What follows belongs to an exercise in optimizing a design on an open flow for small area, a short achievable clock period and few clock cycles; a production flow would make more cautious choices.
Function was checked by simulation only, so behaviour that the tests miss may differ from the original.

[flow/config.mk]
export PLATFORM = sky130hd
export DESIGN_NAME = fp4_fft
export DESIGN_NICKNAME = fp4_fft
export VERILOG_FILES = /design/flow/design.v
export SDC_FILE = /design/flow/constraint.sdc
export NUM_CORES = 4
export LEC_CHECK = 0
export ABC_AREA = 1
export CAP_MARGIN = 20
export CORE_MARGIN = 2
export CORE_UTILIZATION = 40
export CTS_BUF_LIST = sky130_fd_sc_hd__clkbuf_16
export CTS_CLUSTER_DIAMETER = 80
export CTS_CLUSTER_SIZE = 25
export SLEW_MARGIN = 20
export BUFFER_PORTS_ARGS = -buffer_cell sky130_fd_sc_hd__buf_4
export SETUP_SLACK_MARGIN = 15
[flow/constraint.sdc]
create_clock -name core_clock -period 20.0 [get_ports {clk}]
set_input_delay 4.0000 -clock core_clock [delete_from_list [all_inputs] [get_ports {clk}]]
set_output_delay 4.0000 -clock core_clock [all_outputs]
set_load 0.01 [all_outputs]
[flow/design.v]
module fp4_cmul_w(br, bi, widx, p_re, p_im);
  input [3:0] br;
  wire [3:0] br;
  input [3:0] bi;
  wire [3:0] bi;
  input [2:0] widx;
  wire [2:0] widx;
  output [3:0] p_re;
  wire [3:0] p_re;
  output [3:0] p_im;
  wire [3:0] p_im;
  wire _000_;
  wire _001_;
  wire _002_;
  wire _003_;
  wire _004_;
  wire _005_;
  wire _006_;
  wire _007_;
  wire _008_;
  wire _009_;
  wire _010_;
  wire _011_;
  wire _012_;
  wire _013_;
  wire _014_;
  wire _015_;
  wire _016_;
  wire _017_;
  wire _018_;
  wire _019_;
  wire _020_;
  wire _021_;
  wire _022_;
  wire _023_;
  wire _024_;
  wire _025_;
  wire _026_;
  wire _027_;
  wire _028_;
  wire _029_;
  wire _030_;
  wire _031_;
  wire _032_;
  wire _033_;
  wire _034_;
  wire _035_;
  wire _036_;
  wire _037_;
  wire _038_;
  wire _039_;
  wire _040_;
  wire _041_;
  wire _042_;
  wire _043_;
  wire _044_;
  wire _045_;
  wire _046_;
  wire _047_;
  wire _048_;
  wire _049_;
  wire _050_;
  wire _051_;
  wire _052_;
  wire _053_;
  wire _054_;
  wire _055_;
  wire _056_;
  wire _057_;
  wire _058_;
  wire _059_;
  wire _060_;
  wire _061_;
  wire _062_;
  wire _063_;
  wire _064_;
  wire _065_;
  wire _066_;
  wire _067_;
  wire _068_;
  wire _069_;
  wire _070_;
  wire _071_;
  wire _072_;
  wire _073_;
  wire _074_;
  wire _075_;
  wire _076_;
  wire _077_;
  wire _078_;
  wire _079_;
  wire _080_;
  wire _081_;
  wire _082_;
  wire _083_;
  wire _084_;
  wire _085_;
  wire _086_;
  wire _087_;
  wire _088_;
  wire _089_;
  wire _090_;
  wire _091_;
  wire _092_;
  wire _093_;
  wire _094_;
  wire _095_;
  wire _096_;
  wire _097_;
  wire _098_;
  wire _099_;
  wire _100_;
  wire _101_;
  wire _102_;
  wire _103_;
  wire _104_;
  wire _105_;
  wire _106_;
  wire _107_;
  wire _108_;
  wire _109_;
  wire _110_;
  wire _111_;
  wire _112_;
  wire _113_;
  wire _114_;
  wire _115_;
  wire _116_;
  wire _117_;
  wire _118_;
  wire _119_;
  wire _120_;
  wire _121_;
  wire _122_;
  wire _123_;
  wire _124_;
  wire _125_;
  wire _126_;
  wire _127_;
  wire _128_;
  wire _129_;
  wire _130_;
  wire _131_;
  wire _132_;
  wire _133_;
  wire _134_;
  wire _135_;
  wire _136_;
  wire _137_;
  wire _138_;
  wire _139_;
  wire _140_;
  wire _141_;
  wire _142_;
  wire _143_;
  wire _144_;
  wire _145_;
  wire _146_;
  wire _147_;
  wire _148_;
  wire _149_;
  wire _150_;
  wire _151_;
  wire _152_;
  wire _153_;
  wire _154_;
  wire _155_;
  wire _156_;
  wire _157_;
  wire _158_;
  wire _159_;
  wire _160_;
  wire _161_;
  wire _162_;
  wire _163_;
  wire _164_;
  wire _165_;
  wire _166_;
  wire _167_;
  wire _168_;
  wire _169_;
  wire _170_;
  wire _171_;
  wire _172_;
  wire _173_;
  wire _174_;
  wire _175_;
  wire _176_;
  wire _177_;
  wire _178_;
  wire _179_;
  wire _180_;
  wire _181_;
  wire _182_;
  wire _183_;
  wire _184_;
  wire _185_;
  wire _186_;
  wire _187_;
  wire _188_;
  wire _189_;
  wire _190_;
  wire _191_;
  wire _192_;
  wire _193_;
  wire _194_;
  wire _195_;
  wire _196_;
  wire _197_;
  wire _198_;
  wire _199_;
  wire _200_;
  wire _201_;
  wire _202_;
  wire _203_;
  wire _204_;
  wire _205_;
  wire _206_;
  wire _207_;
  wire _208_;
  wire _209_;
  wire _210_;
  wire _211_;
  wire _212_;
  wire _213_;
  wire _214_;
  wire _215_;
  wire _216_;
  wire _217_;
  wire _218_;
  wire _219_;
  wire _220_;
  wire _221_;
  wire _222_;
  wire _223_;
  wire _224_;
  wire _225_;
  wire _226_;
  wire _227_;
  wire _228_;
  wire _229_;
  wire _230_;
  wire _231_;
  wire _232_;
  wire _233_;
  wire _234_;
  wire _235_;
  wire _236_;
  wire _237_;
  wire _238_;
  wire _239_;
  wire _240_;
  wire _241_;
  wire _242_;
  wire _243_;
  wire _244_;
  wire _245_;
  wire _246_;
  wire _247_;
  wire _248_;
  wire _249_;
  wire _250_;
  wire _251_;
  wire _252_;
  wire _253_;
  wire _254_;
  wire _255_;
  wire _256_;
  wire _257_;
  wire _258_;
  wire _259_;
  wire _260_;
  wire _261_;
  wire _262_;
  wire _263_;
  wire _264_;
  wire _265_;
  wire _266_;
  wire _267_;
  wire _268_;
  wire _269_;
  wire _270_;
  wire _271_;
  wire _272_;
  wire _273_;
  wire _274_;
  wire _275_;
  wire _276_;
  wire _277_;
  wire _278_;
  wire _279_;
  wire _280_;
  wire _281_;
  wire _282_;
  wire _283_;
  wire _284_;
  wire _285_;
  wire _286_;
  wire _287_;
  wire _288_;
  wire _289_;
  wire _290_;
  wire _291_;
  wire _292_;
  wire _293_;
  wire _294_;
  wire _295_;
  wire _296_;
  wire _297_;
  wire _298_;
  wire _299_;
  wire [3:0] \a1.out ;
  wire [3:0] \a1.result ;
  wire [2:0] \a1.sig_l ;
  wire [2:0] \a1.sig_s ;
  wire [2:0] \a1.sig_s_unaligned ;
  wire \a1.sub ;
  wire [3:0] \m1.x ;
  wire [3:0] \m2.half ;
  wire [3:0] \m2.mhalf ;
  wire [3:0] \m2.x ;
  wire [3:0] \m3.half ;
  wire [3:0] \m3.x ;
  wire [3:0] \m4.half ;
  wire [3:0] \m4.x ;
  wire [3:0] \s1.out ;
  wire [3:0] \s1.result ;
  wire [2:0] \s1.sig_l ;
  wire [2:0] \s1.sig_s ;
  wire [2:0] \s1.sig_s_unaligned ;
  wire \s1.sub ;
  wire [2:0] \tw.idx ;
  assign _097_ = ~widx[2];
  assign _108_ = widx[1] & _097_;
  assign _119_ = _108_ & widx[0];
  assign _130_ = ~_119_;
  assign _141_ = ~widx[1];
  assign _152_ = _141_ & widx[2];
  assign _163_ = ~_152_;
  assign _174_ = _163_ & _130_;
  assign _183_ = ~widx[0];
  assign _194_ = _183_ & widx[1];
  assign _205_ = ~_194_;
  assign _216_ = _205_ & _174_;
  assign _226_ = _216_ & bi[1];
  assign _233_ = ~_226_;
  assign _234_ = _183_ & _141_;
  assign _235_ = ~_234_;
  assign _236_ = _235_ & bi[2];
  assign _237_ = ~_236_;
  assign _238_ = _237_ & _233_;
  assign _239_ = ~_238_;
  assign _240_ = _235_ & br[2];
  assign _241_ = ~_240_;
  assign _242_ = ~_174_;
  assign _243_ = _242_ & br[1];
  assign _244_ = ~_243_;
  assign _245_ = _244_ & _241_;
  assign _246_ = ~_245_;
  assign _247_ = _246_ & _239_;
  assign _248_ = ~_247_;
  assign _249_ = _235_ & br[1];
  assign _250_ = ~_249_;
  assign _251_ = _250_ & _174_;
  assign _252_ = ~_251_;
  assign _253_ = _252_ & br[2];
  assign _254_ = ~_253_;
  assign _255_ = ~_216_;
  assign _256_ = _235_ & bi[1];
  assign _257_ = ~_256_;
  assign _258_ = _257_ & _255_;
  assign _259_ = ~_258_;
  assign _260_ = _259_ & bi[2];
  assign _261_ = ~_260_;
  assign _262_ = _261_ & _254_;
  assign _263_ = _262_ & _248_;
  assign _264_ = ~_263_;
  assign _265_ = ~_262_;
  assign _266_ = _260_ & _253_;
  assign _267_ = ~_266_;
  assign _268_ = _267_ & _265_;
  assign _269_ = ~_268_;
  assign _270_ = _243_ & br[2];
  assign _271_ = ~_270_;
  assign _272_ = _216_ & bi[2];
  assign _273_ = _272_ & bi[1];
  assign _274_ = ~_273_;
  assign _275_ = _274_ & _271_;
  assign _276_ = _275_ & _269_;
  assign _277_ = ~_276_;
  assign _278_ = ~br[1];
  assign _279_ = _278_ & _183_;
  assign _280_ = ~_279_;
  assign _281_ = br[1] & widx[0];
  assign _282_ = ~_281_;
  assign _283_ = _282_ & bi[1];
  assign _284_ = _283_ & _280_;
  assign _285_ = ~_284_;
  assign _286_ = ~bi[1];
  assign _287_ = _281_ & _286_;
  assign _288_ = ~_287_;
  assign _289_ = _288_ & _285_;
  assign _290_ = _289_ & _247_;
  assign _291_ = ~_290_;
  assign _292_ = _242_ & br[0];
  assign _293_ = ~_292_;
  assign _294_ = _249_ & _245_;
  assign _295_ = ~_294_;
  assign _296_ = _295_ & _293_;
  assign _297_ = ~_296_;
  assign _298_ = _245_ & _238_;
  assign _299_ = _216_ & bi[0];
  assign _000_ = ~_299_;
  assign _001_ = _000_ & _257_;
  assign _002_ = ~_001_;
  assign _003_ = _002_ & _298_;
  assign _004_ = _003_ & _297_;
  assign _005_ = ~_004_;
  assign _006_ = _005_ & _291_;
  assign _007_ = ~_006_;
  assign _008_ = ~_272_;
  assign _009_ = _254_ & _239_;
  assign _010_ = ~_009_;
  assign _011_ = _010_ & _008_;
  assign _012_ = ~_011_;
  assign _013_ = _012_ & _000_;
  assign _014_ = ~_013_;
  assign _015_ = ~_003_;
  assign _016_ = _011_ & _015_;
  assign _017_ = _016_ & _296_;
  assign _018_ = ~_017_;
  assign _019_ = _018_ & _014_;
  assign _020_ = ~br[3];
  assign _021_ = _020_ & bi[3];
  assign _022_ = ~_021_;
  assign _023_ = ~bi[3];
  assign _024_ = br[3] & _023_;
  assign _025_ = ~_024_;
  assign _026_ = _025_ & _022_;
  assign _027_ = ~_026_;
  assign _028_ = _027_ & _019_;
  assign _029_ = ~_028_;
  assign _030_ = ~_019_;
  assign _031_ = _026_ & _030_;
  assign _032_ = ~_031_;
  assign _033_ = _032_ & _029_;
  assign _034_ = ~_033_;
  assign _035_ = _034_ & _007_;
  assign _036_ = ~_035_;
  assign _037_ = _036_ & _277_;
  assign _038_ = ~_037_;
  assign _039_ = _038_ & _247_;
  assign _040_ = ~_275_;
  assign _041_ = _026_ & _040_;
  assign _042_ = ~_041_;
  assign _043_ = _027_ & _275_;
  assign _044_ = ~_043_;
  assign _045_ = _044_ & _042_;
  assign _046_ = _045_ & _039_;
  assign _047_ = ~_046_;
  assign _048_ = _047_ & _264_;
  assign _049_ = ~_048_;
  assign _050_ = _030_ & _007_;
  assign _051_ = ~_050_;
  assign _052_ = _019_ & _006_;
  assign _053_ = ~_052_;
  assign _054_ = _053_ & _051_;
  assign _055_ = ~_054_;
  assign _056_ = _055_ & _298_;
  assign _057_ = ~_056_;
  assign _058_ = _057_ & _049_;
  assign p_im[2] = ~_058_;
  assign _059_ = _298_ & _262_;
  assign _060_ = _059_ & _036_;
  assign _061_ = ~_060_;
  assign _062_ = _061_ & _047_;
  assign _063_ = ~_062_;
  assign _064_ = _063_ & _054_;
  assign _065_ = ~_064_;
  assign _066_ = _262_ & _247_;
  assign _067_ = ~_066_;
  assign _068_ = _067_ & _065_;
  assign _069_ = _035_ & _040_;
  assign _070_ = ~_069_;
  assign _071_ = _037_ & _275_;
  assign _072_ = ~_071_;
  assign _073_ = _072_ & _070_;
  assign p_im[1] = _073_ & _068_;
  assign _074_ = ~_039_;
  assign _075_ = ~_059_;
  assign _076_ = _075_ & _055_;
  assign p_im[0] = _076_ & _074_;
  assign _077_ = _242_ & bi[1];
  assign _078_ = ~_077_;
  assign _079_ = _257_ & _174_;
  assign _080_ = _079_ & _236_;
  assign _081_ = ~_080_;
  assign _082_ = _081_ & _078_;
  assign _083_ = ~_082_;
  assign _084_ = _216_ & br[1];
  assign _085_ = ~_084_;
  assign _086_ = _085_ & _241_;
  assign _087_ = ~_086_;
  assign _088_ = ~_079_;
  assign _089_ = _088_ & bi[2];
  assign _090_ = ~_089_;
  assign _091_ = _090_ & _087_;
  assign _092_ = ~_091_;
  assign _093_ = _216_ & br[2];
  assign _094_ = ~_093_;
  assign _095_ = _094_ & _092_;
  assign _096_ = _095_ & _083_;
  assign _098_ = ~_096_;
  assign _099_ = ~_095_;
  assign _100_ = _250_ & _255_;
  assign _101_ = ~_100_;
  assign _102_ = _101_ & _085_;
  assign _103_ = ~_102_;
  assign _104_ = _103_ & _099_;
  assign _105_ = ~_104_;
  assign _106_ = _105_ & _098_;
  assign _107_ = _090_ & _082_;
  assign _109_ = _216_ & br[0];
  assign _110_ = ~_109_;
  assign _111_ = _086_ & _249_;
  assign _112_ = ~_111_;
  assign _113_ = _112_ & _110_;
  assign _114_ = ~_113_;
  assign _115_ = _087_ & _082_;
  assign _116_ = ~_289_;
  assign _117_ = _089_ & _116_;
  assign _118_ = _117_ & _115_;
  assign _120_ = ~_118_;
  assign _121_ = ~_115_;
  assign _122_ = _101_ & br[2];
  assign _123_ = ~_122_;
  assign _124_ = _123_ & _090_;
  assign _125_ = _124_ & _121_;
  assign _126_ = _125_ & _098_;
  assign _127_ = ~_126_;
  assign _128_ = _127_ & _120_;
  assign _129_ = ~_128_;
  assign _131_ = _129_ & _114_;
  assign _132_ = _242_ & bi[0];
  assign _133_ = ~_132_;
  assign _134_ = _107_ & _256_;
  assign _135_ = ~_134_;
  assign _136_ = _135_ & _133_;
  assign _137_ = ~_136_;
  assign _138_ = _137_ & _131_;
  assign _139_ = ~_138_;
  assign _140_ = _139_ & _107_;
  assign _142_ = ~_140_;
  assign _143_ = _142_ & _026_;
  assign _144_ = ~_143_;
  assign _145_ = ~_107_;
  assign _146_ = _087_ & _289_;
  assign _147_ = _146_ & _145_;
  assign _148_ = _113_ & _099_;
  assign _149_ = ~_148_;
  assign _150_ = ~_131_;
  assign _151_ = _150_ & _095_;
  assign _153_ = _151_ & _136_;
  assign _154_ = ~_153_;
  assign _155_ = _154_ & _149_;
  assign _156_ = _155_ & _147_;
  assign _157_ = ~_156_;
  assign _158_ = ~_147_;
  assign _159_ = ~_155_;
  assign _160_ = _159_ & _158_;
  assign _161_ = ~_160_;
  assign _162_ = _161_ & _157_;
  assign _164_ = _162_ & _139_;
  assign _165_ = ~_164_;
  assign _166_ = _165_ & _144_;
  assign _167_ = ~_166_;
  assign _168_ = _159_ & _026_;
  assign _169_ = ~_168_;
  assign _170_ = _169_ & _147_;
  assign _171_ = _170_ & _167_;
  assign _172_ = ~_171_;
  assign _173_ = _172_ & _128_;
  assign _175_ = ~_173_;
  assign _176_ = _175_ & _167_;
  assign _177_ = ~_176_;
  assign _178_ = _177_ & _106_;
  assign _179_ = ~_178_;
  assign _180_ = ~_106_;
  assign _181_ = _175_ & _180_;
  assign _182_ = ~_181_;
  assign p_re[1] = _182_ & _179_;
  assign p_re[0] = _173_ & _162_;
  assign _184_ = ~p_re[1];
  assign _185_ = ~_124_;
  assign _186_ = _144_ & _106_;
  assign _187_ = ~_186_;
  assign _188_ = _143_ & _180_;
  assign _189_ = ~_188_;
  assign _190_ = _189_ & _187_;
  assign _191_ = ~_190_;
  assign _192_ = _191_ & _175_;
  assign _193_ = ~_192_;
  assign _195_ = _193_ & _185_;
  assign _196_ = ~_195_;
  assign _197_ = _191_ & _124_;
  assign _198_ = _197_ & _176_;
  assign _199_ = ~_198_;
  assign _200_ = _199_ & _196_;
  assign _201_ = _200_ & _184_;
  assign _202_ = ~_201_;
  assign _203_ = ~_151_;
  assign _204_ = _203_ & _020_;
  assign _206_ = ~_204_;
  assign _207_ = _235_ & _023_;
  assign _208_ = ~_207_;
  assign _209_ = _234_ & bi[3];
  assign _210_ = ~_209_;
  assign _211_ = _210_ & _208_;
  assign _212_ = ~_211_;
  assign _213_ = _212_ & _151_;
  assign _214_ = ~_213_;
  assign _215_ = _214_ & _206_;
  assign p_re[3] = _215_ & _202_;
  assign _217_ = ~_068_;
  assign _218_ = _217_ & _058_;
  assign _219_ = ~_218_;
  assign _220_ = ~_016_;
  assign _221_ = _220_ & _023_;
  assign _222_ = ~_221_;
  assign _223_ = _235_ & br[3];
  assign _224_ = ~_223_;
  assign _225_ = _234_ & _020_;
  assign _227_ = ~_225_;
  assign _228_ = _227_ & _224_;
  assign _229_ = ~_228_;
  assign _230_ = _229_ & _016_;
  assign _231_ = ~_230_;
  assign _232_ = _231_ & _222_;
  assign p_im[3] = _232_ & _219_;
  assign p_re[2] = ~_200_;
  assign \s1.sub  = 1'h1;
  assign \s1.out  = p_re;
  assign \s1.sig_l [2] = 1'h0;
  assign \s1.sig_s_unaligned [2] = 1'h0;
  assign \s1.sig_s [2] = 1'h0;
  assign \s1.result  = p_re;
  assign \m4.x  = bi;
  assign \m4.half [2:0] = \m2.half [2:0];
  assign \m3.x  = br;
  assign \m3.half [3] = 1'hx;
  assign \a1.result  = p_im;
  assign \a1.sig_s [2] = 1'h0;
  assign \a1.sig_s_unaligned [2] = 1'h0;
  assign \m2.x  = bi;
  assign \m2.half [3] = 1'hx;
  assign \m2.mhalf [2:0] = \m2.half [2:0];
  assign \a1.sig_l [2] = 1'h0;
  assign \m1.x  = br;
  assign \tw.idx  = widx;
  assign \a1.out  = p_im;
  assign \a1.sub  = 1'h0;
endmodule
module fp4_cmul_w2(br, bi, w, p_re, p_im);
  input [3:0] br;
  wire [3:0] br;
  input [3:0] bi;
  wire [3:0] bi;
  input [1:0] w;
  wire [1:0] w;
  output [3:0] p_re;
  wire [3:0] p_re;
  output [3:0] p_im;
  wire [3:0] p_im;
  wire _000_;
  wire _001_;
  wire _002_;
  wire _003_;
  wire _004_;
  wire _005_;
  wire _006_;
  wire _007_;
  wire _008_;
  wire _009_;
  wire _010_;
  wire _011_;
  wire _012_;
  wire _013_;
  wire _014_;
  wire _015_;
  wire _016_;
  wire _017_;
  wire _018_;
  wire _019_;
  wire _020_;
  wire _021_;
  wire _022_;
  wire _023_;
  wire _024_;
  wire _025_;
  wire _026_;
  wire _027_;
  wire _028_;
  wire _029_;
  wire _030_;
  wire _031_;
  wire _032_;
  wire _033_;
  wire _034_;
  wire _035_;
  wire _036_;
  wire _037_;
  wire _038_;
  wire _039_;
  wire _040_;
  wire _041_;
  wire _042_;
  wire _043_;
  wire _044_;
  wire _045_;
  wire _046_;
  wire _047_;
  wire _048_;
  wire _049_;
  wire _050_;
  wire _051_;
  wire _052_;
  wire _053_;
  wire _054_;
  wire _055_;
  wire _056_;
  wire _057_;
  wire _058_;
  wire _059_;
  wire _060_;
  wire _061_;
  wire _062_;
  wire _063_;
  wire _064_;
  wire _065_;
  wire _066_;
  wire _067_;
  wire _068_;
  wire _069_;
  wire _070_;
  wire _071_;
  wire _072_;
  wire _073_;
  wire _074_;
  wire _075_;
  wire _076_;
  wire _077_;
  wire _078_;
  wire _079_;
  wire _080_;
  wire _081_;
  wire _082_;
  wire _083_;
  wire _084_;
  wire _085_;
  wire _086_;
  wire _087_;
  wire _088_;
  wire _089_;
  wire _090_;
  wire _091_;
  wire _092_;
  wire _093_;
  wire _094_;
  wire _095_;
  wire _096_;
  wire _097_;
  wire _098_;
  wire _099_;
  wire _100_;
  wire _101_;
  wire _102_;
  wire _103_;
  wire _104_;
  wire _105_;
  wire _106_;
  wire _107_;
  wire _108_;
  wire _109_;
  wire _110_;
  wire _111_;
  wire _112_;
  wire _113_;
  wire _114_;
  wire _115_;
  wire _116_;
  wire _117_;
  wire _118_;
  wire _119_;
  wire _120_;
  wire _121_;
  wire _122_;
  wire _123_;
  wire _124_;
  wire _125_;
  wire _126_;
  wire _127_;
  wire _128_;
  wire _129_;
  wire _130_;
  wire _131_;
  wire _132_;
  wire _133_;
  wire _134_;
  wire _135_;
  wire _136_;
  wire _137_;
  wire _138_;
  wire _139_;
  wire _140_;
  wire _141_;
  wire _142_;
  wire _143_;
  wire _144_;
  wire _145_;
  wire _146_;
  wire _147_;
  wire _148_;
  wire _149_;
  wire _150_;
  wire _151_;
  wire _152_;
  wire _153_;
  wire _154_;
  wire _155_;
  wire _156_;
  wire _157_;
  wire [3:0] \u.a1.out ;
  wire [3:0] \u.a1.result ;
  wire [2:0] \u.a1.sig_l ;
  wire [2:0] \u.a1.sig_s ;
  wire [2:0] \u.a1.sig_s_unaligned ;
  wire \u.a1.sub ;
  wire [3:0] \u.bi ;
  wire [3:0] \u.br ;
  wire [3:0] \u.m1.x ;
  wire [3:0] \u.m2.half ;
  wire [3:0] \u.m2.mhalf ;
  wire [3:0] \u.m2.x ;
  wire [3:0] \u.m3.half ;
  wire [3:0] \u.m3.x ;
  wire [3:0] \u.m4.half ;
  wire [3:0] \u.m4.x ;
  wire [3:0] \u.p_im ;
  wire [3:0] \u.p_re ;
  wire [3:0] \u.s1.out ;
  wire [3:0] \u.s1.result ;
  wire [2:0] \u.s1.sig_l ;
  wire [2:0] \u.s1.sig_s ;
  wire [2:0] \u.s1.sig_s_unaligned ;
  wire \u.s1.sub ;
  wire [2:0] \u.tw.idx ;
  wire [2:0] \u.widx ;
  assign _077_ = br[1] & br[2];
  assign _078_ = ~_077_;
  assign _079_ = bi[2] & bi[1];
  assign _080_ = ~_079_;
  assign _081_ = bi[2] & br[2];
  assign _082_ = ~_081_;
  assign _083_ = _082_ & _080_;
  assign _084_ = _083_ & _078_;
  assign _085_ = ~_084_;
  assign _086_ = _085_ & w[0];
  assign _087_ = ~_086_;
  assign _088_ = bi[1] & br[1];
  assign _089_ = ~_088_;
  assign _090_ = _089_ & w[0];
  assign _091_ = ~_090_;
  assign _092_ = _091_ & bi[2];
  assign _093_ = ~_092_;
  assign _094_ = ~br[3];
  assign _095_ = ~bi[3];
  assign _096_ = _095_ & _094_;
  assign _097_ = ~_096_;
  assign _098_ = bi[3] & br[3];
  assign _099_ = ~_098_;
  assign _100_ = _099_ & _097_;
  assign _101_ = ~bi[2];
  assign _102_ = _089_ & _101_;
  assign _103_ = ~_102_;
  assign _104_ = _103_ & _100_;
  assign _105_ = _104_ & _093_;
  assign _106_ = ~_105_;
  assign _107_ = ~br[2];
  assign _108_ = _101_ & _107_;
  assign _109_ = ~_108_;
  assign _110_ = _109_ & _082_;
  assign _111_ = ~_110_;
  assign _112_ = _111_ & w[0];
  assign _113_ = ~_112_;
  assign _114_ = ~bi[1];
  assign _115_ = ~w[0];
  assign _116_ = ~w[1];
  assign _117_ = _116_ & _115_;
  assign _118_ = _117_ & _114_;
  assign _119_ = ~_118_;
  assign _120_ = ~br[1];
  assign _121_ = w[1] & _115_;
  assign _122_ = _121_ & _120_;
  assign _123_ = ~_122_;
  assign _124_ = _123_ & _119_;
  assign _125_ = _124_ & _113_;
  assign _126_ = ~_125_;
  assign _127_ = _126_ & _106_;
  assign _128_ = _127_ & _086_;
  assign _129_ = ~_128_;
  assign _130_ = _114_ & _120_;
  assign _131_ = ~_130_;
  assign _132_ = _131_ & _089_;
  assign _133_ = _132_ & _112_;
  assign _134_ = ~_133_;
  assign _135_ = _117_ & br[0];
  assign _136_ = ~_135_;
  assign _137_ = _121_ & bi[0];
  assign _138_ = ~_137_;
  assign _139_ = _138_ & _136_;
  assign _140_ = _139_ & _134_;
  assign _141_ = _140_ & _129_;
  assign _142_ = ~_141_;
  assign _143_ = ~_100_;
  assign _144_ = _128_ & _143_;
  assign _145_ = ~_144_;
  assign _146_ = ~_127_;
  assign _147_ = _146_ & _087_;
  assign _148_ = ~_147_;
  assign _149_ = _148_ & _145_;
  assign _150_ = _131_ & _091_;
  assign _151_ = _150_ & _149_;
  assign _152_ = ~_151_;
  assign _153_ = ~_149_;
  assign _154_ = ~_132_;
  assign _155_ = _154_ & _115_;
  assign _156_ = ~_155_;
  assign _157_ = _156_ & _091_;
  assign _000_ = ~_157_;
  assign _001_ = _000_ & _153_;
  assign _002_ = ~_001_;
  assign _003_ = _002_ & _152_;
  assign _004_ = _003_ & _142_;
  assign _005_ = _004_ & _087_;
  assign _006_ = ~_005_;
  assign _007_ = _117_ & br[2];
  assign _008_ = ~_007_;
  assign _009_ = _121_ & bi[2];
  assign _010_ = ~_009_;
  assign _011_ = _010_ & _008_;
  assign _012_ = _100_ & _081_;
  assign _013_ = ~_012_;
  assign _014_ = _013_ & _086_;
  assign _015_ = ~_014_;
  assign _016_ = _015_ & _011_;
  assign _017_ = _016_ & _006_;
  assign p_re[2] = ~_017_;
  assign _018_ = _011_ & _004_;
  assign _019_ = ~_018_;
  assign _020_ = ~_003_;
  assign _021_ = _020_ & _087_;
  assign _022_ = ~_021_;
  assign _023_ = _022_ & _019_;
  assign p_re[1] = ~_023_;
  assign _024_ = ~_140_;
  assign p_re[0] = _019_ & _024_;
  assign _025_ = _117_ & bi[2];
  assign _026_ = ~_025_;
  assign _027_ = _121_ & br[2];
  assign _028_ = ~_027_;
  assign _029_ = _028_ & _026_;
  assign _030_ = _029_ & _127_;
  assign _031_ = _117_ & bi[0];
  assign _032_ = ~_031_;
  assign _033_ = _121_ & br[0];
  assign _034_ = ~_033_;
  assign _035_ = _034_ & _032_;
  assign _036_ = _035_ & _134_;
  assign _037_ = _036_ & _013_;
  assign _038_ = _037_ & _030_;
  assign _039_ = ~_038_;
  assign _040_ = _029_ & _153_;
  assign _041_ = ~_040_;
  assign p_im[2] = _041_ & _039_;
  assign _042_ = ~_030_;
  assign _043_ = _042_ & _149_;
  assign _044_ = ~_043_;
  assign p_im[1] = _044_ & _039_;
  assign _045_ = ~_036_;
  assign p_im[0] = _045_ & _042_;
  assign _046_ = _023_ & _017_;
  assign _047_ = ~_046_;
  assign _048_ = _080_ & br[2];
  assign _049_ = ~_048_;
  assign _050_ = _101_ & _114_;
  assign _051_ = ~_050_;
  assign _052_ = _051_ & w[0];
  assign _053_ = _052_ & _049_;
  assign _054_ = _053_ & _095_;
  assign _055_ = ~_054_;
  assign _056_ = _121_ & _095_;
  assign _057_ = ~_056_;
  assign _058_ = ~_053_;
  assign _059_ = ~_121_;
  assign _060_ = _059_ & br[3];
  assign _061_ = ~_060_;
  assign _062_ = _061_ & _058_;
  assign _063_ = _062_ & _057_;
  assign _064_ = ~_063_;
  assign _065_ = _064_ & _055_;
  assign p_re[3] = _065_ & _047_;
  assign _066_ = ~_117_;
  assign _067_ = _058_ & _066_;
  assign _068_ = ~_067_;
  assign _069_ = _068_ & bi[3];
  assign _070_ = ~_069_;
  assign _071_ = _094_ & _115_;
  assign _072_ = ~_071_;
  assign _073_ = _072_ & _062_;
  assign _074_ = ~_073_;
  assign _075_ = _074_ & _070_;
  assign _076_ = ~_075_;
  assign p_im[3] = _076_ & _039_;
  assign \u.s1.sig_l [2] = 1'h0;
  assign \u.s1.sig_s_unaligned [2] = 1'h0;
  assign \u.s1.sig_s [2] = 1'h0;
  assign \u.m2.x  = bi;
  assign \u.m2.half [3] = 1'hx;
  assign \u.m2.mhalf [2:0] = \u.m2.half [2:0];
  assign \u.s1.result  = p_re;
  assign \u.m3.half [3] = 1'hx;
  assign \u.m3.x  = br;
  assign \u.s1.out  = p_re;
  assign \u.m1.x  = br;
  assign \u.s1.sub  = 1'h1;
  assign \u.m4.half [2:0] = \u.m2.half [2:0];
  assign \u.m4.x  = bi;
  assign \u.tw.idx  = { w, 1'h0 };
  assign \u.p_im  = p_im;
  assign \u.p_re  = p_re;
  assign \u.widx  = { w, 1'h0 };
  assign \u.bi  = bi;
  assign \u.br  = br;
  assign \u.a1.result  = p_im;
  assign \u.a1.sig_s [2] = 1'h0;
  assign \u.a1.sig_s_unaligned [2] = 1'h0;
  assign \u.a1.sig_l [2] = 1'h0;
  assign \u.a1.out  = p_im;
  assign \u.a1.sub  = 1'h0;
endmodule
module fp4_addsub2(a, p, x, y);
  input [3:0] a;
  wire [3:0] a;
  input [3:0] p;
  wire [3:0] p;
  output [3:0] x;
  wire [3:0] x;
  output [3:0] y;
  wire [3:0] y;
  wire _000_;
  wire _001_;
  wire _002_;
  wire _003_;
  wire _004_;
  wire _005_;
  wire _006_;
  wire _007_;
  wire _008_;
  wire _009_;
  wire _010_;
  wire _011_;
  wire _012_;
  wire _013_;
  wire _014_;
  wire _015_;
  wire _016_;
  wire _017_;
  wire _018_;
  wire _019_;
  wire _020_;
  wire _021_;
  wire _022_;
  wire _023_;
  wire _024_;
  wire _025_;
  wire _026_;
  wire _027_;
  wire _028_;
  wire _029_;
  wire _030_;
  wire _031_;
  wire _032_;
  wire _033_;
  wire _034_;
  wire _035_;
  wire _036_;
  wire _037_;
  wire _038_;
  wire _039_;
  wire _040_;
  wire _041_;
  wire _042_;
  wire _043_;
  wire _044_;
  wire _045_;
  wire _046_;
  wire _047_;
  wire _048_;
  wire _049_;
  wire _050_;
  wire _051_;
  wire _052_;
  wire _053_;
  wire _054_;
  wire _055_;
  wire _056_;
  wire _057_;
  wire _058_;
  wire _059_;
  wire _060_;
  wire _061_;
  wire _062_;
  wire _063_;
  wire _064_;
  wire _065_;
  wire _066_;
  wire _067_;
  wire _068_;
  wire _069_;
  wire _070_;
  wire _071_;
  wire _072_;
  wire _073_;
  wire _074_;
  wire _075_;
  wire _076_;
  wire _077_;
  wire _078_;
  wire _079_;
  wire _080_;
  wire _081_;
  wire _082_;
  wire _083_;
  wire _084_;
  wire _085_;
  wire _086_;
  wire _087_;
  wire _088_;
  wire _089_;
  wire _090_;
  wire _091_;
  wire _092_;
  wire _093_;
  wire _094_;
  wire _095_;
  wire _096_;
  wire _097_;
  wire _098_;
  wire _099_;
  wire _100_;
  wire _101_;
  wire _102_;
  wire _103_;
  wire _104_;
  wire _105_;
  wire _106_;
  wire _107_;
  wire _108_;
  wire _109_;
  wire _110_;
  wire _111_;
  wire _112_;
  wire _113_;
  wire _114_;
  wire _115_;
  wire _116_;
  wire _117_;
  wire _118_;
  wire _119_;
  wire _120_;
  wire _121_;
  wire _122_;
  wire _123_;
  wire _124_;
  wire _125_;
  wire _126_;
  wire _127_;
  wire _128_;
  wire _129_;
  wire _130_;
  wire _131_;
  wire _132_;
  wire _133_;
  wire _134_;
  wire _135_;
  wire _136_;
  wire _137_;
  wire _138_;
  wire _139_;
  wire _140_;
  wire _141_;
  wire _142_;
  wire _143_;
  wire _144_;
  wire _145_;
  wire _146_;
  wire _147_;
  wire _148_;
  wire _149_;
  wire _150_;
  wire _151_;
  wire _152_;
  wire _153_;
  wire _154_;
  wire _155_;
  wire _156_;
  wire _157_;
  wire _158_;
  wire [2:0] \u_d.x ;
  wire [2:0] \u_d.y ;
  wire [2:0] \u_s.x ;
  wire [2:0] \u_s.y ;
  wire [2:0] xm;
  wire [2:0] ym;
  assign _066_ = ~p[2];
  assign _075_ = ~a[1];
  assign _079_ = _075_ & p[1];
  assign _080_ = ~_079_;
  assign _081_ = _080_ & _066_;
  assign _082_ = ~_081_;
  assign _083_ = ~a[2];
  assign _084_ = ~p[1];
  assign _085_ = a[1] & _084_;
  assign _086_ = ~_085_;
  assign _087_ = _086_ & _083_;
  assign _088_ = ~_087_;
  assign _089_ = _088_ & _082_;
  assign _090_ = ~_089_;
  assign _091_ = _088_ & a[0];
  assign _092_ = ~_091_;
  assign _093_ = _082_ & p[0];
  assign _094_ = ~_093_;
  assign _095_ = _094_ & _092_;
  assign _096_ = ~_095_;
  assign _097_ = _096_ & _090_;
  assign _098_ = ~_097_;
  assign _099_ = ~p[0];
  assign _100_ = a[2] & _066_;
  assign _101_ = ~_100_;
  assign _102_ = _083_ & _066_;
  assign _103_ = ~_102_;
  assign _104_ = a[2] & p[2];
  assign _105_ = ~_104_;
  assign _106_ = _105_ & _103_;
  assign _107_ = ~_106_;
  assign _108_ = _086_ & p[0];
  assign _109_ = ~_108_;
  assign _110_ = _109_ & _080_;
  assign _111_ = _110_ & _107_;
  assign _112_ = ~_111_;
  assign _113_ = _112_ & _101_;
  assign _114_ = _113_ & _099_;
  assign _115_ = ~_114_;
  assign _116_ = ~_113_;
  assign _117_ = ~a[0];
  assign _118_ = _086_ & p[2];
  assign _119_ = ~_118_;
  assign _120_ = _119_ & _117_;
  assign _121_ = _120_ & _116_;
  assign _122_ = ~_121_;
  assign _123_ = _122_ & _115_;
  assign _124_ = ~_123_;
  assign _125_ = _124_ & _089_;
  assign _126_ = ~_125_;
  assign _127_ = p[0] & a[0];
  assign _128_ = _075_ & _084_;
  assign _129_ = _128_ & a[2];
  assign _130_ = ~_129_;
  assign _131_ = a[1] & p[1];
  assign _132_ = _131_ & _083_;
  assign _133_ = ~_132_;
  assign _134_ = _133_ & _130_;
  assign _135_ = ~_134_;
  assign _136_ = _135_ & _127_;
  assign _137_ = ~_136_;
  assign _138_ = _137_ & _126_;
  assign _139_ = ~_138_;
  assign _140_ = ~a[3];
  assign _141_ = _140_ & p[3];
  assign _142_ = ~_141_;
  assign _143_ = ~p[3];
  assign _144_ = a[3] & _143_;
  assign _145_ = ~_144_;
  assign _146_ = _145_ & _142_;
  assign _147_ = ~_146_;
  assign _148_ = _147_ & _139_;
  assign _149_ = ~_148_;
  assign _150_ = _149_ & _098_;
  assign y[0] = ~_150_;
  assign _151_ = _125_ & _106_;
  assign _152_ = ~_151_;
  assign _153_ = _122_ & _107_;
  assign _154_ = ~_153_;
  assign _155_ = _154_ & _128_;
  assign _156_ = ~_155_;
  assign _157_ = _131_ & _107_;
  assign _158_ = ~_157_;
  assign _000_ = a[1] & a[0];
  assign _001_ = ~_000_;
  assign _002_ = p[0] & p[1];
  assign _003_ = ~_002_;
  assign _004_ = _003_ & _001_;
  assign _005_ = ~_004_;
  assign _006_ = _005_ & _104_;
  assign _007_ = ~_006_;
  assign _008_ = _007_ & _158_;
  assign _009_ = _008_ & _156_;
  assign _010_ = _009_ & _152_;
  assign _011_ = _010_ & _147_;
  assign _012_ = ~_011_;
  assign _013_ = ~_127_;
  assign _014_ = _099_ & _117_;
  assign _015_ = ~_014_;
  assign _016_ = _015_ & _013_;
  assign _017_ = _016_ & _128_;
  assign _018_ = ~_017_;
  assign _019_ = ~_128_;
  assign _020_ = _019_ & _090_;
  assign _021_ = ~_020_;
  assign _022_ = _021_ & _018_;
  assign _023_ = _022_ & _010_;
  assign _024_ = ~_023_;
  assign _025_ = ~_010_;
  assign _026_ = _086_ & _080_;
  assign _027_ = _026_ & _025_;
  assign _028_ = ~_027_;
  assign _029_ = _028_ & _024_;
  assign _030_ = _029_ & _146_;
  assign _031_ = ~_030_;
  assign _032_ = _031_ & _012_;
  assign y[1] = ~_032_;
  assign _033_ = _146_ & _139_;
  assign _034_ = ~_033_;
  assign _035_ = _034_ & _098_;
  assign x[0] = ~_035_;
  assign _036_ = _010_ & _146_;
  assign _037_ = ~_036_;
  assign _038_ = _029_ & _147_;
  assign _039_ = ~_038_;
  assign _040_ = _039_ & _037_;
  assign x[1] = ~_040_;
  assign _041_ = _018_ & _102_;
  assign _042_ = ~_041_;
  assign _043_ = _042_ & _008_;
  assign _044_ = ~_043_;
  assign _045_ = _044_ & _134_;
  assign _046_ = ~_045_;
  assign _047_ = _046_ & _147_;
  assign _048_ = ~_047_;
  assign _049_ = ~_016_;
  assign _050_ = _049_ & _157_;
  assign _051_ = ~_050_;
  assign _052_ = _128_ & _104_;
  assign _053_ = ~_052_;
  assign _054_ = _053_ & _042_;
  assign _055_ = _054_ & _051_;
  assign _056_ = _055_ & _152_;
  assign _057_ = _056_ & _146_;
  assign _058_ = ~_057_;
  assign _059_ = _058_ & _048_;
  assign y[2] = ~_059_;
  assign _060_ = _059_ & _032_;
  assign _061_ = ~_060_;
  assign _062_ = _113_ & p[3];
  assign _063_ = ~_062_;
  assign _064_ = _116_ & _140_;
  assign _065_ = ~_064_;
  assign _067_ = _065_ & _063_;
  assign y[3] = _067_ & _061_;
  assign _068_ = _046_ & _146_;
  assign _069_ = ~_068_;
  assign _070_ = _056_ & _147_;
  assign _071_ = ~_070_;
  assign _072_ = _071_ & _069_;
  assign x[2] = ~_072_;
  assign _073_ = _072_ & _040_;
  assign _074_ = ~_073_;
  assign _076_ = _113_ & _143_;
  assign _077_ = ~_076_;
  assign _078_ = _077_ & _065_;
  assign x[3] = _078_ & _074_;
  assign \u_s.y  = p[2:0];
  assign \u_s.x  = a[2:0];
  assign \u_d.y  = p[2:0];
  assign \u_d.x  = a[2:0];
  assign ym = y[2:0];
  assign xm = x[2:0];
endmodule
module fp4_butterfly(
    input [7:0] A,
    input [7:0] B,
    input [2:0] widx,
    output [7:0] X,
    output [7:0] Y
);
    wire [3:0] p_re, p_im;
    fp4_cmul_w cm (.br(B[7:4]), .bi(B[3:0]), .widx(widx), .p_re(p_re), .p_im(p_im));
    fp4_addsub2 xr (.a(A[7:4]), .p(p_re), .x(X[7:4]), .y(Y[7:4]));
    fp4_addsub2 xi (.a(A[3:0]), .p(p_im), .x(X[3:0]), .y(Y[3:0]));
endmodule
module fp4_butterfly_w2(
    input [7:0] A,
    input [7:0] B,
    input [1:0] w,
    output [7:0] X,
    output [7:0] Y
);
    wire [3:0] p_re, p_im;
    fp4_cmul_w2 cm (.br(B[7:4]), .bi(B[3:0]), .w(w), .p_re(p_re), .p_im(p_im));
    fp4_addsub2 xr (.a(A[7:4]), .p(p_re), .x(X[7:4]), .y(Y[7:4]));
    fp4_addsub2 xi (.a(A[3:0]), .p(p_im), .x(X[3:0]), .y(Y[3:0]));
endmodule
module fp4_z(
    input [3:0] x,
    output [3:0] y
);
    wire sub = (x[2:1] == 2'b00);
    assign y = {x[3] & (x[2:0] != 3'b000), x[2] | (sub & x[0]), x[1] | (sub & x[0]), x[0] & ~sub};
endmodule
module fp4_butterfly_w0(
    input [7:0] A,
    input [7:0] B,
    output [7:0] X,
    output [7:0] Y
);
    wire [3:0] p_re, p_im;
    fp4_z zr (.x(B[7:4]), .y(p_re));
    fp4_z zi (.x(B[3:0]), .y(p_im));
    fp4_addsub2 xr (.a(A[7:4]), .p(p_re), .x(X[7:4]), .y(Y[7:4]));
    fp4_addsub2 xi (.a(A[3:0]), .p(p_im), .x(X[3:0]), .y(Y[3:0]));
endmodule
module fp4_butterfly_w08(
    input [7:0] A,
    input [7:0] B,
    input w8,
    output [7:0] X,
    output [7:0] Y
);
    wire [3:0] zr, zi;
    fp4_z u_r (.x(B[7:4]), .y(zr));
    fp4_z u_i (.x(B[3:0]), .y(zi));
    wire [3:0] p_re = w8 ? {zi[3] ^ (zi != 4'h0), zi[2:0]} : zr;
    wire [3:0] p_im = w8 ? zr : zi;
    fp4_addsub2 xr (.a(A[7:4]), .p(p_re), .x(X[7:4]), .y(Y[7:4]));
    fp4_addsub2 xi (.a(A[3:0]), .p(p_im), .x(X[3:0]), .y(Y[3:0]));
endmodule
module sdf_stage #(
    parameter D = 8
)(
    input wire clk,
    input wire en,
    input wire phase,
    input wire [7:0] s_in,
    input wire [7:0] X,
    input wire [7:0] Y,
    output wire [7:0] A,
    output wire [7:0] s_out
);
    reg [8*D-1:0] dl;  
    assign A = dl[8*D-1 -: 8];
    generate
        if (D == 1) begin : g1
            always @(posedge clk)
                if (en) dl <= phase ? Y : s_in;
        end else begin : gn
            always @(posedge clk)
                if (en) dl <= {dl[8*(D-1)-1:0], phase ? Y : s_in};
        end
    endgenerate
    assign s_out = phase ? X : A;
endmodule
module fp4_fft #(
    parameter MAX_N = 32,
    parameter ADDR_WIDTH = $clog2(MAX_N)
)(
    input wire clk,
    input wire rst,
    input wire start,
    input wire [ADDR_WIDTH-1:0] N,  
    output reg done,
    output reg error,
    input wire [7:0] data_in,  
    input wire data_in_valid,  
    output reg [7:0] data_out,  
    output reg data_out_valid,  
    output reg fft_ready  
);
    reg n16, n8;
    always @(posedge clk) begin
        n16 <= (N == 5'd16);
        n8 <= (N == 5'd8);
    end
    wire [3:0] mask = n16 ? 4'hf : n8 ? 4'h7 : 4'h3;
    function [14:0] stage_ctl;
        input [3:0] x;
        input m16, m8;
        reg [3:0] l0, l1, l2, l3, l4, l5, cm, r;
        reg hi4;
        begin
            l0 = x - 4'd1;
            l1 = x - 4'd9;
            l2 = x - 4'd14;
            l3 = x - 4'd1;
            l4 = x - 4'd2;
            l5 = x - 4'd9;
            hi4 = m16 ? l4[3] : m8 ? l4[2] : l4[1];
            cm = x & (m16 ? 4'hf : m8 ? 4'h7 : 4'h3);
            r = m16 ? 4'd11 : m8 ? 4'd7 : 4'd1;
            stage_ctl[14] = m16 & l0[3];
            stage_ctl[13] = (m16 | m8) & l1[2];
            stage_ctl[12] = l2[1];
            stage_ctl[11] = l3[0];
            stage_ctl[10] = m16 & l1[3];
            stage_ctl[9:8] = m16 ? {l2[2], l2[3]} : m8 ? {l2[2], 1'b0} : 2'b00;
            stage_ctl[7:5] = m16 ? {l3[1], l3[2], l3[3]} : m8 ? {l3[1], l3[2], 1'b0} : {l3[1], 2'b00};
            stage_ctl[4] = hi4 & ~l4[0];
            stage_ctl[3] = m16 & l5[2] & ~l5[1];
            stage_ctl[2] = (cm >= r);
            stage_ctl[1] = (cm == r - 4'd1);
            stage_ctl[0] = 1'b0;
        end
    endfunction
    reg in_frame;  
    reg [3:0] c;  
    reg [5:0] fv;  
    reg en;  
    reg [14:0] ctl;  
    wire start_now = data_in_valid & ~in_frame & fft_ready;
    wire adv = in_frame ? data_in_valid : 1'b1;
    wire [3:0] cur = start_now ? 4'd0 : c;
    wire last = in_frame & data_in_valid & ((c & mask) == mask);
    wire wrap = adv & ((cur & mask) == mask);
    wire in_frame_n = start_now | (in_frame & ~last);
    wire [3:0] c_n = adv ? cur + 4'd1 : c;
    wire last_slot = ((c & mask) == mask);
    wire wrap_next = (((c + 4'd1) & mask) == 4'd0);
    wire [14:0] ctl_inc = stage_ctl(c + 4'd1, n16, n8);
    wire [14:0] ctl_one = stage_ctl(4'd1, N == 5'd16, N == 5'd8);
    always @(posedge clk)
        ctl <= ~adv ? ctl : start_now ? ctl_one : ctl_inc;
    wire ph8 = ctl[14], ph4 = ctl[13], ph2 = ctl[12], ph1 = ctl[11];
    wire k4 = ctl[10];
    wire [1:0] k2 = ctl[9:8];
    wire [2:0] k1 = ctl[7:5];
    wire cond1 = ctl[4], cond2 = ctl[3];
    wire out_v = n16 ? (ctl[2] ? fv[0] : fv[1]) : n8 ? (ctl[2] ? fv[1] : fv[2]) : (ctl[2] ? fv[4] : fv[5]);
    wire [5:0] keep = n16 ? 6'b000011 : n8 ? 6'b000111 : 6'b111111;
    always @(posedge clk or negedge rst) begin
        if (!rst) begin
            in_frame <= 1'b0;
            c <= 4'hf;  
            fv <= 6'b000000;
            fft_ready <= 1'b0;
            done <= 1'b0;
            error <= 1'b0;
            data_out_valid <= 1'b0;
            en <= 1'b0;
        end else begin
            in_frame <= in_frame_n;
            c <= c_n;
            en <= adv;
            fft_ready <= in_frame ? (data_in_valid & last_slot) : (~(data_in_valid & fft_ready) & wrap_next);
            done <= last;
            error <= start & ((N == 5'd0) | ((N & (N - 5'd1)) != 5'd0));
            data_out_valid <= en & out_v;
            if (wrap)
                fv <= {fv[4:0], in_frame} & keep;
            else if (en & ctl[1]) begin
                if (n16) fv[1] <= 1'b0;
                else if (n8) fv[2] <= 1'b0;
                else fv[5] <= 1'b0;
            end
        end
    end
    reg [7:0] in_reg, o4, o2;
    wire [7:0] s8, s4, s2, s1;
    wire [7:0] a8, a4, a2, a1, x8, y8, x4, y4, x2, y2, x1, y1;
    wire [7:0] b4 = s8;
    wire [7:0] b2 = o4;
    fp4_butterfly_w0 bf8 (.A(a8), .B(in_reg), .X(x8), .Y(y8));
    fp4_butterfly_w08 bf4 (.A(a4), .B(b4), .w8(k4), .X(x4), .Y(y4));
    fp4_butterfly_w2 bf2 (.A(a2), .B(b2), .w(k2), .X(x2), .Y(y2));
    fp4_butterfly bf1 (.A(a1), .B(o2), .widx(k1), .X(x1), .Y(y1));
    sdf_stage #(.D(8)) st8 (.clk(clk), .en(en), .phase(ph8), .s_in(in_reg),
                            .X(x8), .Y(y8), .A(a8), .s_out(s8));
    sdf_stage #(.D(4)) st4 (.clk(clk), .en(en), .phase(ph4), .s_in(b4),
                            .X(x4), .Y(y4), .A(a4), .s_out(s4));
    sdf_stage #(.D(2)) st2 (.clk(clk), .en(en), .phase(ph2), .s_in(b2),
                            .X(x2), .Y(y2), .A(a2), .s_out(s2));
    sdf_stage #(.D(1)) st1 (.clk(clk), .en(en), .phase(ph1), .s_in(o2),
                            .X(x1), .Y(y1), .A(a1), .s_out(s1));
    reg [55:0] rv1;
    reg [15:0] rv2;
    wire [7:0] tap1 = n16 ? rv1[55:48] : n8 ? rv1[23:16] : rv1[7:0];
    wire [7:0] q1 = cond1 ? s1 : tap1;
    wire [7:0] q2 = cond2 ? q1 : rv2[15:8];
    always @(posedge clk)
        in_reg <= data_in;
    always @(posedge clk) begin
        if (en) begin
            o4 <= s4;
            o2 <= s2;
            rv1 <= {rv1[47:0], cond1 ? tap1 : s1};
            rv2 <= {rv2[7:0], cond2 ? rv2[15:8] : q1};
            data_out <= q2;
        end
    end
endmodule
[flow/flow/run.sh]
#!/bin/bash
set -e
rm -rf scripts_mod
cp -r "$FLOW_HOME/scripts" scripts_mod
printf 'strash\ndch -f\nmap -a\nstrash\ndch -f\nmap -a\ntopo\nstime -c\nbuffer -c\nupsize -c\ndnsize -c\n' > scripts_mod/abc_area.script
echo "export BUFFER_PORTS_ARGS = -buffer_cell sky130_fd_sc_hd__buf_4" >> "$FLOW_CONFIG"
echo "export SETUP_SLACK_MARGIN = 15" >> "$FLOW_CONFIG"
export SCRIPTS_DIR="$PWD/scripts_mod"
bash standard.sh > standard_flow.log 2>&1
[flow/standard.sh]
#!/bin/bash
# synth_recipe.tcl (not shown) runs the flow's synth.tcl, then flattens the netlist and writes it again
# the make line also repeats each setting of config.mk as NAME=value (left out here)
make -C /OpenROAD-flow-scripts/flow DESIGN_CONFIG=/design/flow/config.mk WORK_HOME=/design/flow/orfs CLKGATE_MAP_FILE= SYNTH_SCRIPT=/design/flow/synth_recipe.tcl "${@:-finish}"
==> flow_summary.json, run 1 <==
{
  "cts_max_path_buffers": 3,
  "grt_antenna_before_repair": 0,
  "synth_enable_flop_cells": 229,
  "num_antenna_cells": 0,
  "n_fill_cell": 3009,
  "chipWidth_um": 187.2,
  "root_buf_cell": "clkbuf_16",
  "critical_path_required_ns": 20.25,
  "peak_freq_mhz": 198.0,
  "async_flop_share_pct": 6.275,
  "globalRouteTotalUtil_pct": 15.71,
  "max_flop_register": "st8.dl",
  "floorplan.die_area_um2": 35060,
  "min_period_over_period_pct": 25.26,
  "rsz0062_at_grt": "true",
  "sequential_cell_area_um2": 7507,
  "place_hpwl_mm": 19.33,
  "boundary_pin_count": 29,
  "crit_fanout": 5,
  "wl_mm": 29.03,
  "timing.critical_path.slowest_stage_cell": "edfxtp_1",
  "placement.cell_area_um2": 14190,
  "period_minus_slack_ns": 5.052,
  "worst-slew-pin-transition_ns": 0.9905,
  "seq_area_frac_synth_pct": 55.71,
  "synthesis.nets": 1467,
  "final_nets": 1571,
  "drv.max_cap_violation_count": 0,
  "ys_dominant_reg_cell": "edfxtp_1",
  "worst_setup_path_start_kind": "flip-flop",
  "setup.worst_path.end_class": "flip-flop",
  "globalRouteOverflowTotal": 0,
  "timing.slew.headroom_pct": 33.97,
  "finish.instance_area_um2": 16090,
  "io_buffer_count": 28,
  "mappedNetlistArea_um2": 13430,
  "fin_tns_setup_ns": 0,
  "htreeDepth": 1,
  "synth_cell_type_count": 60,
  "critical_path_arrival_ns": 5.30,
  "detailedRoute.firstPassIterationCount": 6,
  "number_of_flip_flops_in_the_largest_register": 64,
  "hold_class": "flip-flop to flip-flop",
  "detail-route-antenna-nets": 0,
  "number_of_hold_buffers_added_after_cts": 0,
  "holdWs_ns": 0.4231,
  "final_count_of_negative_setup_slack_endpoints": 0,
  "cts_buffers": 15,
  "dieHeight_um": 187.2,
  "tritoncts_num_sinks": 255,
  "clk_pin_slew_ns": 0.10,
  "clock_skew_ns": 0.02621,
  "worst_setup_path_category": "flip-flop to flip-flop",
  "regToRegSetupSlack_ns": 14.95,
  "maxSlewViolCount": 0,
  "route.detailed.vias_per_inst": 5.186,
  "first_pass_grt_wire_length_mm": 46.11,
  "grt_pass1_vias": 9259,
  "synth_register_bits": 255,
  "syn-instance-count": 1375,
  "report.final.hold_viol_count": 0,
  "initial_utilization_pct": 40.35,
  "drt_first_iter_violations": 810,
  "clock_tree_from_tritoncts": "yes",
  "synthesis.yosys.warnings": 5,
  "gp_routability_congestion": 0.9041,
  "syn_area_per_cell_um2": 9.768,
  "core_region_area_um2": 33280,
  "largest_registers": "st8.dl (64), rv1 (56), st4.dl (32)",
  "routed_wire_length_per_instance_um": 15.00,
  "grt_max_degree": 91,
  "layout.core_utilization_pct": 48.33,
  "placement_rows": 67,
  "run_status": "timing/DRC/antenna clean",
  "clk-insertion-delay-late_ns": 0.51,
  "drcViolationCount": 0,
  "syn2layout_area_growth_pct": 19.77,
  "final_layout_size_suffix_gt1_share_pct": 22.66,
  "slowest_delay_ns": 0.52,
  "via_count": 10040,
  "multi_input_comb_area_um2": 5992
}
-- kinds of logic after synthesis --
| group | count (synthesis) | synth area share [%] |
|---|---|---|
| AO/OA/AOI/OAI | 365 | 16.45 |
| XOR/XNOR | 19 | 1.295 |
| adder cells (fa/ha/maj) | 75 | 6.987 |
| buffers and inverters | 204 | 5.701 |
| flip-flops | 255 | 55.71 |
| AND/OR/NAND/NOR | 457 | 13.85 |
-- area by class of cell --
type | count | area share, %
Clock buffer | 15 | 2.334
Timing Repair Buffer | 108 | 5.367
Sequential cell | 255 | 46.67
Tap cell | 448 | 3.485
Multi-Input combinational cell | 917 | 37.25
Inverter | 182 | 4.278
Clock inverter | 10 | 0.6145
-- metrics by stage --
stage	setup slack (ns)	cells
floorplan	14.83	1375
global placement	14.27	1834
detailed placement	14.21	1834
CTS	14.93	1888
global route	14.54	1935
finish	14.95	1935
-- worst paths after layout --
path	start	to	cells after the start
max in group asynchronous	rst	c[3]	1
worst max register to register	ctl[14]	data_out[7]	35
worst min register to register	st2.dl[6]	st2.dl[14]	0
worst max-delay path	ctl[14]	data_out[7]	35
min in group asynchronous	rst	done	1
worst min-delay path	st2.dl[6]	st2.dl[14]	0
-- layout by cell type (no fill, tap or decap), drive strengths merged, types with 2 or more instances in the layout --
cell type	instances
a211oi	3
a21boi	4
a21oi	71
a221oi	3
a22oi	37
a31oi	6
a32o	2
a32oi	2
buf	108
clkbuf	15
clkinv	3
clkinvlp	2
dfrtp	12
dfstp	4
dfxtp	10
edfxtp	229
ha	75
inv	186
nand2	287
nand3	34
nor2	105
nor3	17
o2111a	2
o2111ai	2
o211ai	7
o21a	2
o21ai	182
o21bai	2
o221ai	2
o22ai	22
o2bb2ai	2
o31ai	3
o32ai	6
or2	11
or3	2
xnor2	6
xor2	13
-- critical path: cells and delay by family, from the launching register on --
family / cells / cell delay, ns
AO/OA/AOI/OAI: 16 / 2.36
buffers and inverters: 4 / 0.26
XOR/XNOR: 1 / 0.16
flip-flops: 1 / 0.52
adder cells (fa/ha/maj): 1 / 0.28
AND/OR/NAND/NOR: 13 / 1.22
-- cells in the mapped netlist (3+ instances only) --
library cell | n | area [um^2]
nand2_1 | 283 | 1062
edfxtp_1 | 229 | 6877
inv_1 | 172 | 645.6
o21ai_0 | 161 | 805.8
nor2_1 | 97 | 364.1
ha_1 | 75 | 938.4
a21oi_1 | 66 | 330.3
a22oi_1 | 37 | 277.8
nand3_1 | 33 | 165.2
o22ai_1 | 21 | 131.4
clkbuf_1 | 20 | 75.07
nor3_1 | 16 | 80.08
o21ai_1 | 15 | 75.07
xor2_1 | 13 | 113.9
dfrtp_1 | 12 | 300.3
dfxtp_1 | 10 | 200.2
inv_2 | 9 | 33.78
or2_2 | 8 | 50.05
a31oi_1 | 6 | 37.54
nor2_2 | 6 | 37.54
o211ai_1 | 6 | 45.04
o21ai_2 | 6 | 52.55
o32ai_1 | 6 | 52.55
xnor2_1 | 5 | 43.79
a21boi_0 | 4 | 30.03
dfstp_2 | 4 | 105.1
nand2_2 | 4 | 25.02
a211oi_1 | 3 | 22.52
a21oi_2 | 3 | 26.28
a221oi_1 | 3 | 26.28
-- per-layer routing --
metal	GRT usage [%]	routed length [um]
met1	21.35	13220
met2	26.87	14130
met3	1.895	1039
met4	3.816	639
met5	0	0
-- repair_timing --
| item | in CTS | in global routing |
|---|---|---|
| setup buffers | 29 | 46 |
| resized for setup | 81 | 150 |
| hold endpoints to repair | 0 | 0 |
| setup endpoints to repair | 64 | 64 |
| pin swaps | 29 | 66 |
| gates cloned | 0 | 1 |
Testbench counts, summed over its fixed seeds: cycles 5,344.
==> run 2: changes to the inputs <==
--- a/flow/design.v
+++ b/flow/design.v
@@ -1560,19 +1560,11 @@
             in_frame <= 1'b0;
             c <= 4'hf;  
             fv <= 6'b000000;
-            fft_ready <= 1'b0;
-            done <= 1'b0;
-            error <= 1'b0;
-            data_out_valid <= 1'b0;
             en <= 1'b0;
         end else begin
             in_frame <= in_frame_n;
             c <= c_n;
             en <= adv;
-            fft_ready <= in_frame ? (data_in_valid & last_slot) : (~(data_in_valid & fft_ready) & wrap_next);
-            done <= last;
-            error <= start & ((N == 5'd0) | ((N & (N - 5'd1)) != 5'd0));
-            data_out_valid <= en & out_v;
             if (wrap)
                 fv <= {fv[4:0], in_frame} & keep;
             else if (en & ctl[1]) begin
@@ -1604,15 +1596,22 @@
     wire [7:0] tap1 = n16 ? rv1[55:48] : n8 ? rv1[23:16] : rv1[7:0];
     wire [7:0] q1 = cond1 ? s1 : tap1;
     wire [7:0] q2 = cond2 ? q1 : rv2[15:8];
-    always @(posedge clk)
+    always @(posedge clk) begin
         in_reg <= data_in;
+        data_out <= q2;
+    end
+    always @(posedge clk) begin
+        fft_ready <= in_frame ? (data_in_valid & last_slot) : (~(data_in_valid & fft_ready) & wrap_next);
+        done <= last;
+        error <= start & ((N == 5'd0) | ((N & (N - 5'd1)) != 5'd0));
+        data_out_valid <= en & out_v;
+    end
     always @(posedge clk) begin
         if (en) begin
             o4 <= s4;
             o2 <= s2;
             rv1 <= {rv1[47:0], cond1 ? tap1 : s1};
             rv2 <= {rv2[7:0], cond2 ? rv2[15:8] : q1};
-            data_out <= q2;
         end
     end
 endmodule
==> flow/flow/run.sh (replaced) <==
#!/bin/bash
set -e
echo "export BUFFER_PORTS_ARGS = -buffer_cell sky130_fd_sc_hd__buf_4" >> "$FLOW_CONFIG"
echo "export SETUP_SLACK_MARGIN = 15" >> "$FLOW_CONFIG"
bash standard.sh > standard_flow.log 2>&1
==> run 2 against run 1 <==
Largest cell class unchanged. Non-clock buffer count down 66. Critical endpoint is now fft_ready. First-iteration DRC count down 20%. Count of clock-buffer cells in the layout unchanged. Die area up 3.0%. Clock skew up 0.0029 ns. Wire length down 2.1%. Setup slack better by 0.080 ns. Global-route usage up 0.083 points. Still clean.
==> flow_summary.json, run 2 <==
{
  "max_flop_register": "st8.dl",
  "finish.cell_count_without_fillers": 2010,
  "place_hpwl_mm": 20.32,
  "detail-route-antenna-nets": 0,
  "wl_mm": 28.43,
  "num_antenna_cells": 0,
  "grt_antenna_before_repair": 0,
  "synthesis.yosys.warnings": 5,
  "placement_rows": 68,
  "cts_buffers": 15,
  "critical_path_arrival_ns": 0.97,
  "timing.critical_path.slowest_stage_cell": "dfxtp_4",
  "root_buf_cell": "clkbuf_16",
  "synth_adder_area_share_pct": 6.781,
  "yosys.area_share.xor_xnor_pct": 1.492,
  "first_pass_grt_wire_length_mm": 47.14,
  "n_fill_cell": 3281,
  "async_flop_share_pct": 4.706,
  "worst_setup_path_start_kind": "flip-flop",
  "boundary_pin_count": 29,
  "gp_routability_congestion": 0.8543,
  "drv.max_cap_violation_count": 0,
  "final_nets": 1638,
  "htreeDepth": 1,
  "grt_pass1_vias": 9518,
  "period_minus_slack_ns": 4.972,
  "clk-insertion-delay-late_ns": 0.51,
  "core_region_area_um2": 34290,
  "min_period_over_period_pct": 24.86,
  "final_layout_size_suffix_gt1_share_pct": 9.196,
  "hold_class": "flip-flop to flip-flop",
  "largest_registers": "st8.dl (64), rv1 (56), st4.dl (32)",
  "clock_skew_ns": 0.02909,
  "seq_area_frac_synth_pct": 53.34,
  "syn_area_per_cell_um2": 9.190,
  "reg2reg_from": "in_reg[5]",
  "slowest_delay_ns": 0.35,
  "dieHeight_um": 190.0,
  "synth_simple_gate_area_share_pct": 19.67,
  "multiplexer_share_of_the_synthesized_area_pct": 0.4340,
  "synthesis.nets": 1598,
  "number_of_hold_buffers_added_after_cts": 0,
  "cts_max_path_buffers": 3,
  "globalRouteOverflowTotal": 0,
  "floorplan.die_area_um2": 36100,
  "worst-slew-pin-transition_ns": 1.099,
  "run_status": "timing/DRC/antenna clean",
  "critical_path_required_ns": 16.00,
  "detailedRoute.firstPassIterationCount": 5,
  "netlist.top_cell.by_area": "edfxtp_1",
  "peak_freq_mhz": 201.1,
  "crit_fanout": 2,
  "synth_compound_area_share_pct": 11.81,
  "synth_common_cells": "nand2_1, edfxtp_1, inv_1, o21ai_0, nand3_1",
  "maxSlewViolCount": 0,
  "timing.hold.worst.start": "st8.dl[43]",
  "layout.cells.most_common_list": "nand2_1, edfxtp_1, inv_1",
  "layout.core_utilization_pct": 44.35,
  "dp_cells": 1972,
  "globalRouteTotalUtil_pct": 15.80,
  "clock_tree_from_tritoncts": "yes",
  "syn-instance-count": 1506,
  "report.final.hold_viol_count": 0,
  "grt_max_degree": 83,
  "mappedNetlistArea_um2": 13840,
  "route.detailed.vias_per_inst": 4.981,
  "finish.instance_area_um2": 15210,
  "setup.worst_path.end_class": "output port",
  "multi_input_comb_area_um2": 5633,
  "final_count_of_negative_setup_slack_endpoints": 0,
  "path_cells": "buf_6",
  "synth_area_leaders": "edfxtp_1, nand2_1, ha_1",
  "synth_top_family_by_area": "simple AND/OR/NAND/NOR gates",
  "synth_cell_type_count": 60,
  "via_count": 10010,
  "setup.worst_path.start": "fft_ready",
  "clk_pin_slew_ns": 0.10,
  "worst_setup_path_category": "flip-flop to output port",
  "drt_first_iter_violations": 645,
  "drcViolationCount": 0,
  "synth_register_bits": 255,
  "chipWidth_um": 190.0,
  "sequential_cell_area_um2": 7393,
  "synth_enable_flop_cells": 221,
  "tritoncts_num_sinks": 255,
  "synthMostInstantiatedCell": "nand2_1",
  "syn2layout_area_growth_pct": 9.882,
  "timing.slew.headroom_pct": 26.47,
  "rsz0062_at_grt": "true",
  "number_of_flip_flops_in_the_largest_register": 64,
  "path_delay_family": "flip-flops",
  "placement.cell_area_um2": 14610,
  "initial_utilization_pct": 40.36,
  "fin_tns_setup_ns": 0,
  "ys_dominant_reg_cell": "edfxtp_1",
  "mostFrequentLayoutCell": "nand2_1",
  "critical_path_buf_inv_count": 1,
  "io_buffer_count": 28,
  "synth.top_cell.area_share_pct": 47.95,
  "routed_wire_length_per_instance_um": 14.14
}
run 2: area by class of cell:
cell class,count,area share (%)
clock buffer,15,2.468
clock inverter,11,0.5430
inverter,217,5.381
multi-input combinational,1014,37.04
sequential,255,48.62
tap,455,3.744
timing repair buffer,42,2.172
timing repair inverter,1,0.03291
run 2: logic make-up (layout without fill, tap and decap cells):
kind of cell	Yosys count	count (layout)
AO/OA/AOI/OAI	266	266
XOR/XNOR	21	21
adder cells (fa/ha/maj)	75	75
buffers and inverters	237	286
flip-flops	255	255
multiplexers	6	6
AND/OR/NAND/NOR	646	646
run 2: what timing repair did:
item                       in CTS  in global routing
buffers inserted                2                  9
pin swaps                       0                  2
resized for setup               6                 12
setup endpoints to repair      25                 41
gates cloned                    0                  1
run 2: metrics by stage:
stage               hold WS, ns  setup slack [ns]
finish                   0.4117             15.03
global route             0.4203             15.00
CTS                      0.4134             15.00
detailed placement       0.4045             14.71
global placement         0.4001             14.75
floorplan                0.4003             14.99
run 2: per-layer routing:
layer	up-vias	global-route usage (%)	part of all wire (%)
li1	5164	-	-
met1	4644	22.70	50
met2	167	25.32	44
met3	36	1.863	3.6
met4	0	4.234	2.1
met5	-	0	0
run 2: path summary, 6_finish.rpt:
kind	slack, ns	cells past startpoint	endpoint
min in group asynchronous	3.32	1	fv[4]
min	0.41	0	st8.dl[51]
max reg2reg	15.57	30	st4.dl[3]
min reg2reg	0.41	0	st8.dl[51]
max in group asynchronous	16.42	1	c[1]
max	15.03	1	fft_ready
Testbench counts of run 2, summed over its fixed seeds: cycles 5,344.

-- what the ideal ports hide --
Ports are ideal in the flow. The routed layouts listed here were re-timed in OpenROAD. Step 1, drivers: a clkbuf_16 drives clk and a buf_2 each remaining input, both assumed. Step 2 times the ports against the registers' clock, not the clock port: input delays grow and output delays shrink by t, the midpoint of the rising clock arrivals with the driver on. a / b / c = ideal ports / drivers / drivers and shift; a / b = the first two.
run | t (ns) | setup WS [ns] | hold WS [ns]
run 1 | 0.546 | 14.948 / 14.904 / 14.552 | 0.423 / 0.423 / 0.423
run 2 | 0.543 | 15.028 / 14.982 / 14.724 | 0.412 / 0.412 / 0.412
After both steps every run listed still meets setup and hold. For run 1, which loses most, drivers alone change the setup slack by -0.044 ns; drivers and shift together by -0.396 ns.
